From an optimization exercise on the open Yosys and OpenROAD flow, aimed at small area and a short achievable clock period; shortcuts taken in it are not production practice.
In this exercise RTL edits were held to simulation tests only and were not proved equivalent to the original.
Power is estimated from default activity; no workload was simulated.

==> v18: inputs <==
==> flow/design.v <==
`timescale 1 ns / 1 ns
module div_signed(clock, clken, numer, denom, quotient, remain);
   parameter stages = 32;  
   localparam width = stages;
   parameter z_width = 2*width;  
   parameter width_n = width;  
   parameter width_d = width;  
   input clock;                
   input clken;                
   input [width_n -1:0] numer;  
   input [width_d -1:0] denom;  
   output [width_n -1:0] quotient;  
   output [width_d -1:0] remain;  
   reg [width_n-1:0] 	 quotient;
   reg [width_d-1:0] 	 remain;
   function [z_width:0] gen_s;
      input [z_width:0]  si;
      input [z_width:0]  di;
      begin
	 if(si[z_width])
	   gen_s = {si[z_width-1:0], 1'b0} + di;
	 else
	   gen_s = {si[z_width-1:0], 1'b0} - di;
      end
   endfunction
   function [width-1:0] gen_q;
      input [width-1:0] qi;
      input [z_width:0]   si;
      begin
	 gen_q = {qi[width-2:0], ~si[z_width]};
      end
   endfunction
   function [width-1:0] assign_s;
      input [z_width:0] si;
      input [z_width:0] di;
      reg [z_width:0] 	tmp;
      begin
	 if(si[z_width])
	   tmp = si + di;
	 else
	   tmp = si;
	 assign_s = tmp[z_width-1:z_width-width];
      end
   endfunction
   reg [width-1:0] q_pipe  [width-1:0];
   reg [z_width:0]   s_pipe  [width:0];
   reg [z_width:0]   d_pipe  [width:0];
   reg [width-1:0]     spipe1;
   reg [width-1:0] 	 spipe2;
   reg [width-1:0] 	 inumer;
   reg [width-1:0] 	 idenom;
   integer 	     n0, n1, n2;
   always @(numer)
     if (numer[width_n-1])
       inumer = ~numer + 1'b1;
     else
       inumer = numer;
   always @(denom)
     if (denom[width_d-1])
       idenom = ~denom + 1'b1;
     else
       idenom = denom;
   always @(idenom)
     begin
	d_pipe[0] 	<= {1'b0, idenom, {(z_width-width){1'b0}} };
     end
   always @(posedge clock)
     if(clken)
       for(n0=1; n0 <= width; n0=n0+1)
	 d_pipe[n0] <= d_pipe[n0-1];
   always @(inumer)
     begin
	s_pipe[0] <= {{(width){1'b0}}, inumer};
     end
   always @(posedge clock)
     if(clken)
       for(n1=1; n1 <= width; n1=n1+1)
	 s_pipe[n1] <= gen_s(s_pipe[n1-1], d_pipe[n1-1]);
   always @(posedge clock)
     q_pipe[0] <= 0;
   always @(posedge clock)
     if(clken)
       for(n2=1; n2 < width; n2=n2+1)
	 q_pipe[n2] <= gen_q(q_pipe[n2-1], s_pipe[n2]);
   integer n,m;
   always @(posedge clock)
     if(clken)
       begin
	  spipe1[0] <= numer[width-1];
	  for(n=1; n < width; n=n+1)
	    spipe1[n] <= spipe1[n-1];
	  spipe2[0] <= numer[width-1] ^ denom[width-1];
	  for(m=1; m < width; m=m+1)
	    spipe2[m] <= spipe2[m-1];
       end
   always @(posedge clock)
     if(clken)  
       remain <= spipe1[width-1] ? ~assign_s(s_pipe[width], d_pipe[width]) + 1'b1 : assign_s(s_pipe[width], d_pipe[width]);
   always @(posedge clock)
     if(clken)  
       quotient <= spipe2[width-1] ? ~gen_q(q_pipe[width-1], s_pipe[width]) + 1'b1 : gen_q(q_pipe[width-1], s_pipe[width]);
endmodule
==> flow/run.sh <==
#!/bin/bash
# synth_recipe.tcl (not shown) runs the flow's synth.tcl, then flattens the netlist and writes it again
# the make line also repeats each setting of config.mk as NAME=value (left out here)
make -C /OpenROAD-flow-scripts/flow DESIGN_CONFIG=/design/flow/config.mk WORK_HOME=/design/flow/orfs CLKGATE_MAP_FILE= SYNTH_SCRIPT=/design/flow/synth_recipe.tcl finish
==> flow/config.mk <==
export PLATFORM = sky130hd
export DESIGN_NAME = div_signed
export DESIGN_NICKNAME = div_signed
export VERILOG_FILES = /design/flow/design.v
export SDC_FILE = /design/flow/constraint.sdc
export NUM_CORES = 4
export LEC_CHECK = 0
export CAP_MARGIN = 20
export CORE_MARGIN = 2
export CORE_UTILIZATION = 40
export SLEW_MARGIN = 20
==> flow/constraint.sdc <==
create_clock -name core_clock -period 5.5 [get_ports {clock}]
set_input_delay 1.1000 -clock core_clock [delete_from_list [all_inputs] [get_ports {clock}]]
set_output_delay 1.1000 -clock core_clock [all_outputs]
set_load 0.01 [all_outputs]
==> v35 (differences from v18) <==
==> flow/design.v (replaced) <==
`timescale 1 ns / 1 ns
module div_signed(clock, clken, numer, denom, quotient, remain);
   input clock;
   input clken;
   input [31:0] numer;
   input [31:0] denom;
   output [31:0] quotient;
   output [31:0] remain;
   reg [31:0] quotient;
   reg [31:0] remain;
   function [32:0] ks_carry;
      input [31:0] gi;
      input [31:0] pi;
      reg [32:0] g, p;
      integer i, k;
      begin
         g = {gi, 1'b1};
         p = {pi, 1'b1};
         for (k = 1; k < 33; k = k * 2)
           for (i = 32; i >= k; i = i - 1) begin
              g[i] = g[i] | (p[i] & g[i-k]);
              p[i] = p[i] & p[i-k];
           end
         ks_carry = g;
      end
   endfunction
   reg [31:0] n0;
   reg [31:0] d0;
   always @(posedge clock)
     if (clken) begin
        n0 <= numer;
        d0 <= denom;
     end
   wire [31:0] an = n0[31] ? (~n0 + 32'd1) : n0;
   wire [31:0] ad = d0[31] ? (~d0 + 32'd1) : d0;
   wire        nmin = n0 == 32'h80000000;
   wire        dz   = d0 == 32'd0;
   wire        d1s  = (d0 == 32'd1) | (d0 == 32'hffffffff);
   wire        g1   = dz | (d1s & nmin);
   reg [31:0]  d1;
   reg [0:0]   r1;
   reg [31:0]  nq1;    
   reg         sn1;    
   reg         sq1;    
   always @(posedge clock)
     if (clken) begin
        d1  <= ad;
        r1  <= nmin & ~d1s;
        nq1 <= {an[30:0], g1};
        sn1 <= n0[31];
        sq1 <= n0[31] ^ d0[31];
     end
   genvar j;
   generate
      for (j = 2; j <= 31; j = j + 1) begin : st
         wire [31:0]  dp;
         wire [j-2:0] rp;
         wire [31:0]  nqp;
         wire         snp, sqp;
         if (j == 2) begin : from1
            assign dp = d1;
            assign rp = r1;
            assign nqp = nq1;
            assign snp = sn1;
            assign sqp = sq1;
         end else begin : fromj
            assign dp = st[j-1].d;
            assign rp = st[j-1].r;
            assign nqp = st[j-1].nq;
            assign snp = st[j-1].sn;
            assign sqp = st[j-1].sq;
         end
         wire [j-1:0] rr = {rp, nqp[31]};
         wire [j:0]   df;
         wire [j:0]   cy;
         assign df[j-1:0] = ~(rr ^ dp[j-1:0] ^ cy[j-1:0]);
         assign df[j] = ~cy[j];
         assign cy = ks_carry(rr & ~dp[j-1:0], rr | ~dp[j-1:0]);
         wire         g  = ~|dp[31:j] & cy[j];
         reg [31:0]  d;
         reg [j-1:0] r;
         reg [31:0]  nq;
         reg         sn, sq;
         always @(posedge clock)
           if (clken) begin
              d  <= dp;
              r  <= g ? df[j-1:0] : rr;
              nq <= {nqp[30:0], g};
              sn <= snp;
              sq <= sqp;
           end
      end
   endgenerate
   wire [31:0] dl  = st[31].d;
   wire [31:0] rl  = {st[31].r, st[31].nq[31]};
   wire [30:0] ql  = st[31].nq[30:0];
   wire [32:0] dfl = {1'b0, rl} - {1'b0, dl};
   wire        gl  = ~dfl[32];
   wire [31:0] ndf = dl - rl;           
   wire [31:0] nrl = ~rl + 32'd1;       
   wire [30:0] nql = ~ql + 31'd1;       
   always @(posedge clock)
     if (clken) begin
        remain <= st[31].sn ? (gl ? ndf : nrl) : (gl ? dfl[31:0] : rl);
        quotient <= st[31].sq ? (gl ? {~ql, 1'b1} : {nql, 1'b0}) : {ql, gl};
     end
endmodule
SETUP_SLACK_MARGIN = 3.0   (was default)
==> comparison table <==
item	v35	v18
Post-layout util	50.33%	45.84%
Number of nets in the final layout	11,360	15,340
Simple logic cell fraction of the synthesized area	5.998%	9.202%
Pre-CTS setup slack	1.043 ns	-1.736 ns
Final routed wirelength across all metal layers	272,800 µm	340,500 µm
Flip-flop and latch area	80,180 µm²	96,090 µm²
Total of plain and repair buffers excluding clock buffers	856	624
Proportion of power drawn by flip-flops and latches	48.2%	30.3%
Sequential cells	2,670	3,200
Status	timing/DRC/antenna clean	timing/DRC/antenna clean
Number of placed instances with taps included	13,390	19,300
Share of synthesized area occupied by flip-flops and latches	64.41%	57.86%
Category of the critical setup timing path	reg2reg	in2reg
Proportion of cell area spent on the clock network	6.134%	6.161%
Highest Clock Rate	0.2693 GHz	0.1890 GHz
Multiplexer share of the synthesized area	2.445%	0.3578%
Count of non-CTS inverters in the layout	1,426	505
Maximum vdd ir drop	0.0002978 V	0.0003604 V

-- separate check: timing with driven ports --
How much do the figures lean on ideal ports? The routed layouts below were timed once more, with nothing changed but the port constraints. Step 1 (the two cells are an assumption about what drives the block):
set clk [get_ports {clock}]
set_driving_cell -lib_cell sky130_fd_sc_hd__clkbuf_16 $clk
set_driving_cell -lib_cell sky130_fd_sc_hd__buf_2 [delete_from_list [all_inputs] $clk]
Step 2 also shifts input and output timing later by t, the mid clock arrival at the registers, as if the neighbouring blocks saw the same clock. a / b / c = ideal ports / drivers / drivers and shift; a / b = the first two.
run | shift t [ns] | setup slack, ns | worst setup path after step 2 | slew at the worst register clock pin (ns) | pins driven straight from the clock port
v18 | 1.017 | 0.209 / 0.256 / -0.761 | input to register | 0.06 / 0.06 | 1
v35 | 0.961 | 1.787 / 1.787 / 1.787 | register to register | 0.06 / 0.06 | 1
Met with ideal ports but missed after step 2: setup timing in v18. For v18, which loses most, drivers alone change the setup slack by +0.047 ns; drivers and shift together by -0.970 ns.
